Source: an optimization exercise on an open RTL-to-GDS flow (aim: small area). Production flows keep margins and buffers that such runs may drop. In this exercise RTL edits were held to simulation tests only and were not proved equivalent to the original.

==> run G <==
Design cipher, start of the top module:
module cipher #(
    parameter REG1LEN = 19,
    parameter REG2LEN = 22,
    parameter REG3LEN = 23,
    parameter MASK1 = 19'h07200,
    parameter MASK2 = 22'h300000,
    parameter MASK3 = 23'h700100,
    parameter SYNCBIT1 = 8,
    parameter SYNCBIT2 = 10,
    parameter SYNCBIT3 = 10,
    parameter FRAMENUMLEN = 22,
    parameter KEYLEN = 64,
    parameter CHUNKLEN = 114,
    parameter COUNTERLEN = 32
) (
    input in,
    input [FRAMENUMLEN + KEYLEN - 1:0] seq,
    input clock,
    input control,
    input reset,
    output out
);
==> module rcloss, before the edit <==
module rcloss #(
    parameter FEEDBACK = 0,
    parameter KEYLEN = 64, 
    parameter FRAMENUMLEN = 22,
    parameter REGLEN = 0,
    parameter SYNCBITPOS = 0
)(
    input [KEYLEN + FRAMENUMLEN - 1:0] seq,
    input clock,
    input reset,
    input majority,
    output reg exposed,
    output reg sync
);
    integer counter;
    reg[REGLEN - 1:0] register;
    always @ (posedge clock) begin
        if (reset) begin
            if (counter == KEYLEN + FRAMENUMLEN) begin
                register = {REGLEN {1'b0}};
                counter = 0;
            end
            register[0] = register[0] ^ seq[counter];
            counter = counter + 1;
            register = {register[REGLEN - 2:0], ^(register & FEEDBACK)};
        end else begin
            counter = KEYLEN + FRAMENUMLEN;
            if (majority == register[SYNCBITPOS]) begin
                register = {register[REGLEN - 2:0], ^(register & FEEDBACK)};
            end
        end
        exposed = register[REGLEN - 1];
        sync = register[SYNCBITPOS];
    end
endmodule
==> module cipher, before the edit <==
module cipher #(
    parameter REG1LEN = 19,
    parameter REG2LEN = 22,
    parameter REG3LEN = 23,
    parameter MASK1 = 19'h07200,
    parameter MASK2 = 22'h300000,
    parameter MASK3 = 23'h700100,
    parameter SYNCBIT1 = 8,
    parameter SYNCBIT2 = 10,
    parameter SYNCBIT3 = 10,
    parameter FRAMENUMLEN = 22,
    parameter KEYLEN = 64,
    parameter CHUNKLEN = 114,
    parameter COUNTERLEN = 32
) (
    input in,
    input [FRAMENUMLEN + KEYLEN - 1:0] seq,
    input clock,
    input control,
    input reset,
    output out
);
    wire F;
    wire gamma;
    wire outR1;
    wire outR2;
    wire outR3;
    wire syncR1;
    wire syncR2;
    wire syncR3;
    rcloss #(.FEEDBACK(MASK1), .REGLEN(REG1LEN), .SYNCBITPOS(SYNCBIT1)) loss1 (
        .seq(seq),
        .clock(clock),
        .reset(reset),
        .majority(F),
        .exposed(outR1),
        .sync(syncR1)
    );
    rcloss #(.FEEDBACK(MASK2), .REGLEN(REG2LEN), .SYNCBITPOS(SYNCBIT2)) loss2 (
        .seq(seq),
        .clock(clock),
        .reset(reset),
        .majority(F),
        .exposed(outR2),
        .sync(syncR2)
    );
    rcloss #(.FEEDBACK(MASK3), .REGLEN(REG3LEN), .SYNCBITPOS(SYNCBIT3)) loss3 (
        .seq(seq),
        .clock(clock),
        .reset(reset),
        .majority(F),
        .exposed(outR3),
        .sync(syncR3)
    );
    assign gamma = outR1 ^ outR2 ^ outR3;
    assign F = syncR1 & syncR2 | syncR1 & syncR3 | syncR2 & syncR3;
    assign out = (control && !reset) ? in ^ gamma : 0;
endmodule
clock: 5.0 ns
lec_check: 0
cap_margin: 20
core_margin: 2
core_utilization: 40
slew_margin: 20
run.sh (not shown) runs the stock make flow with config.mk's settings and CLKGATE_MAP_FILE= SYNTH_SCRIPT=/design/flow/synth_recipe.tcl, a recipe that flattens the netlist after the stock synthesis.
==> run X (differences from run G) <==
==> flow/design.v (replaced) <==
module rcloss #(
    parameter REGLEN = 19,
    parameter FEEDBACK = 0,
    parameter SYNCBITPOS = 0
) (
    input clock,
    input load,        
    input first,
    input keybit,      
    input majority,
    output exposed,
    output sync
);
    reg [REGLEN - 1:0] register;
    wire sh = (majority == register[SYNCBITPOS]);
    wire a = load ? ~first : sh;
    wire b = ~load & ~sh;
    wire [REGLEN - 1:0] shifted = {register[REGLEN - 2:1], register[0] & ~(load & first), ^(register & FEEDBACK)};
    wire [REGLEN - 1:0] inj = {{(REGLEN - 2){1'b0}}, keybit, 1'b0};
    always @(posedge clock)
        register <= (({REGLEN {a}} & shifted) | ({REGLEN {b}} & register)) ^ inj;
    assign exposed = register[REGLEN - 1];
    assign sync = register[SYNCBITPOS];
endmodule
module cipher (
    input in,
    input [85:0] seq,
    input clock,
    input control,
    input reset,
    output out
);
    reg [6:0] counter;
    always @(posedge clock)
        counter <= reset ? counter + 7'd1 : 7'd0;
    wire first = (counter == 7'd0);
    wire keybit = reset & seq[counter];
    wire F;
    wire outR1, outR2, outR3;
    wire syncR1, syncR2, syncR3;
    rcloss #(.REGLEN(19), .FEEDBACK(19'h07200), .SYNCBITPOS(8)) loss1 (
        .clock(clock), .load(reset), .first(first), .keybit(keybit),
        .majority(F), .exposed(outR1), .sync(syncR1));
    rcloss #(.REGLEN(22), .FEEDBACK(22'h300000), .SYNCBITPOS(10)) loss2 (
        .clock(clock), .load(reset), .first(first), .keybit(keybit),
        .majority(F), .exposed(outR2), .sync(syncR2));
    rcloss #(.REGLEN(23), .FEEDBACK(23'h700100), .SYNCBITPOS(10)) loss3 (
        .clock(clock), .load(reset), .first(first), .keybit(keybit),
        .majority(F), .exposed(outR3), .sync(syncR3));
    assign F = syncR1 & syncR2 | syncR1 & syncR3 | syncR2 & syncR3;
    assign out = (control && !reset) ? in ^ outR1 ^ outR2 ^ outR3 : 1'b0;
endmodule
==> run E (differences from run G) <==
==> flow/design.v (replaced) <==
module rcloss #(
    parameter REGLEN = 19,
    parameter FEEDBACK = 0,
    parameter SYNCBITPOS = 0
) (
    input clock,
    input load,        
    input first,
    input keybit,      
    input majority,
    output exposed,
    output sync
);
    reg [REGLEN - 1:0] register;
    wire sh = (majority == register[SYNCBITPOS]);
    wire a = load ? ~first : sh;
    wire b = ~load & ~sh;
    wire [REGLEN - 1:0] shifted = {register[REGLEN - 2:1], register[0] & ~(load & first), ^(register & FEEDBACK)};
    wire [REGLEN - 1:0] inj = {{(REGLEN - 2){1'b0}}, keybit, 1'b0};
    always @(posedge clock)
        register <= (({REGLEN {a}} & shifted) | ({REGLEN {b}} & register)) ^ inj;
    assign exposed = register[REGLEN - 1];
    assign sync = register[SYNCBITPOS];
endmodule
module cipher (
    input in,
    input [85:0] seq,
    input clock,
    input control,
    input reset,
    output out
);
    reg [2:0] lo;
    reg [4:0] hi;
    always @(posedge clock)
        if (reset) begin
            lo <= {lo[1:0], lo[2]};
            hi <= hi + {4'd0, lo[2]};
        end else begin
            lo <= 3'b001;
            hi <= 5'd0;
        end
    wire first = lo[0] & (hi == 5'd0);
    wire [87:0] seqx = {2'b00, seq};
    reg [28:0] group;
    integer j;
    always @* begin
        for (j = 0; j < 29; j = j + 1)
            group[j] = seqx[3 * j] & lo[0] | seqx[3 * j + 1] & lo[1] | seqx[3 * j + 2] & lo[2];
    end
    wire keybit = reset & group[hi];
    wire F;
    wire outR1, outR2, outR3;
    wire syncR1, syncR2, syncR3;
    rcloss #(.REGLEN(19), .FEEDBACK(19'h07200), .SYNCBITPOS(8)) loss1 (
        .clock(clock), .load(reset), .first(first), .keybit(keybit),
        .majority(F), .exposed(outR1), .sync(syncR1));
    rcloss #(.REGLEN(22), .FEEDBACK(22'h300000), .SYNCBITPOS(10)) loss2 (
        .clock(clock), .load(reset), .first(first), .keybit(keybit),
        .majority(F), .exposed(outR2), .sync(syncR2));
    rcloss #(.REGLEN(23), .FEEDBACK(23'h700100), .SYNCBITPOS(10)) loss3 (
        .clock(clock), .load(reset), .first(first), .keybit(keybit),
        .majority(F), .exposed(outR3), .sync(syncR3));
    assign F = syncR1 & syncR2 | syncR1 & syncR3 | syncR2 & syncR3;
    assign out = (control && !reset) ? in ^ outR1 ^ outR2 ^ outR3 : 1'b0;
endmodule
==> flow/flow/run.sh (new file) <==
#!/bin/bash
# Own layout flow: the standard layout, with an area-oriented ABC mapping
# in synthesis and the ports buffered with the smallest buffer.
set -euo pipefail
W=$(pwd)
export MY_WORK=$W
export MY_ABC_SCRIPT=$W/flow/abc.script
bash standard.sh SYNTH_SCRIPT=$W/flow/synth.tcl \
  "BUFFER_PORTS_ARGS=-buffer_cell sky130_fd_sc_hd__buf_1" "CTS_ARGS=-sink_clustering_enable -repair_clock_nets -dont_use_dummy_load -buf_list sky130_fd_sc_hd__clkbuf_4" finish > $W/make_finish.log 2>&1
==> flow/flow/abc.script (new file) <==
strash
&get -n
&dch -f
&nf -R 1000
&put
topo
==> flow/flow/synth.tcl (new file) <==
# The standard flow's synthesis script, with the technology mapping of the logic done by
# a different ABC script (flow/abc.script, area-oriented). The registers and
# everything else are as synth_recipe.tcl makes them.
proc abc {args} {
  set out {}
  set skip 0
  foreach a $args {
    if {$skip} { set skip 0; continue }
    if {$a eq "-script"} {
      lappend out -script $::env(MY_ABC_SCRIPT)
      set skip 1
      continue
    }
    lappend out $a
  }
  yosys abc {*}$out
}
source $::env(MY_WORK)/synth_recipe.tcl
==> flow/standard.sh (new file) <==
#!/bin/bash
# synth_recipe.tcl (not shown) runs the flow's synth.tcl, then flattens the netlist and writes it again
# the make line also repeats each setting of config.mk as NAME=value (left out here)
make -C /OpenROAD-flow-scripts/flow DESIGN_CONFIG=/design/flow/config.mk WORK_HOME=/design/flow/orfs CLKGATE_MAP_FILE= SYNTH_SCRIPT=/design/flow/synth_recipe.tcl "${@:-finish}"
Settings changed: ABC_AREA from default to 1, CORE_UTILIZATION 40 to 65.
removed: flow/run.sh
==> comparison table <==
item	run G	run E	run X
Per-cell routed wire length	20.37 microns	15.96 microns	15.44 microns
Origin of the worst min-delay path	loss1.counter[19]	loss1.register[4]	loss3.register[12]
Met1 global-route usage	32.81%	36.47%	22.93%
Status	finished clean	finished clean	finished clean
Fraction of layout instances using a drive strength above 1	10.19%	6.825%	10.33%
Area added between synthesis and finish	16.82%	18.46%	36.06%
Final Routed Wirelength	30110 microns	6177 microns	7255 microns
Commonest non-fill, non-tap cell in the layout	-	buf_1	clkdlybuf4s50_1
Start of the worst register-to-register path	loss1.counter[23]	lo[0]	counter[0]
Final RePlAce weighted congestion	0.9337	0.8598	0.7476
Via Count	8781	2475	2500
Clock buffer count in the final layout	17	9	11
Multiplexer share of the synthesized area	10.25%	6.211%	16.89%

## static timing again, ports no longer ideal
Ports are ideal in the flow. The routed layouts listed here were re-timed in OpenROAD.
Step 1: set_driving_cell puts a clkbuf_16 on clock and a buf_2 on each other input, an assumption about the parent block.
Step 2 adds t to the input delays and takes it off the output delays; t is the mean of the earliest and latest rising clock arrival at the registers after step 1. Input paths then give back, and output paths get back, about the clock's delay inside the block.
Slacks: ideal ports / drivers / drivers and shift; pairs: ideal ports / drivers.
| run | shift t [ns] | setup slack, ns | worst setup path after step 2 | slew at the worst register clock pin (ns) | cell pins on the clock port's net |
|---|---|---|---|---|---|
| run G | 0.480 | 1.214 / 1.214 / 1.214 | register to register | 0.08 / 0.08 | 1 |
| run X | 0.358 | 1.573 / 1.549 / 1.535 | input to register | 0.08 / 0.08 | 1 |
| run E | 0.395 | 2.036 / 2.011 / 1.845 | input to register | 0.11 / 0.11 | 1 |
After both steps every run listed still meets setup and hold. For run E, which loses most, drivers alone change the setup slack by -0.025 ns; drivers and shift together by -0.191 ns.
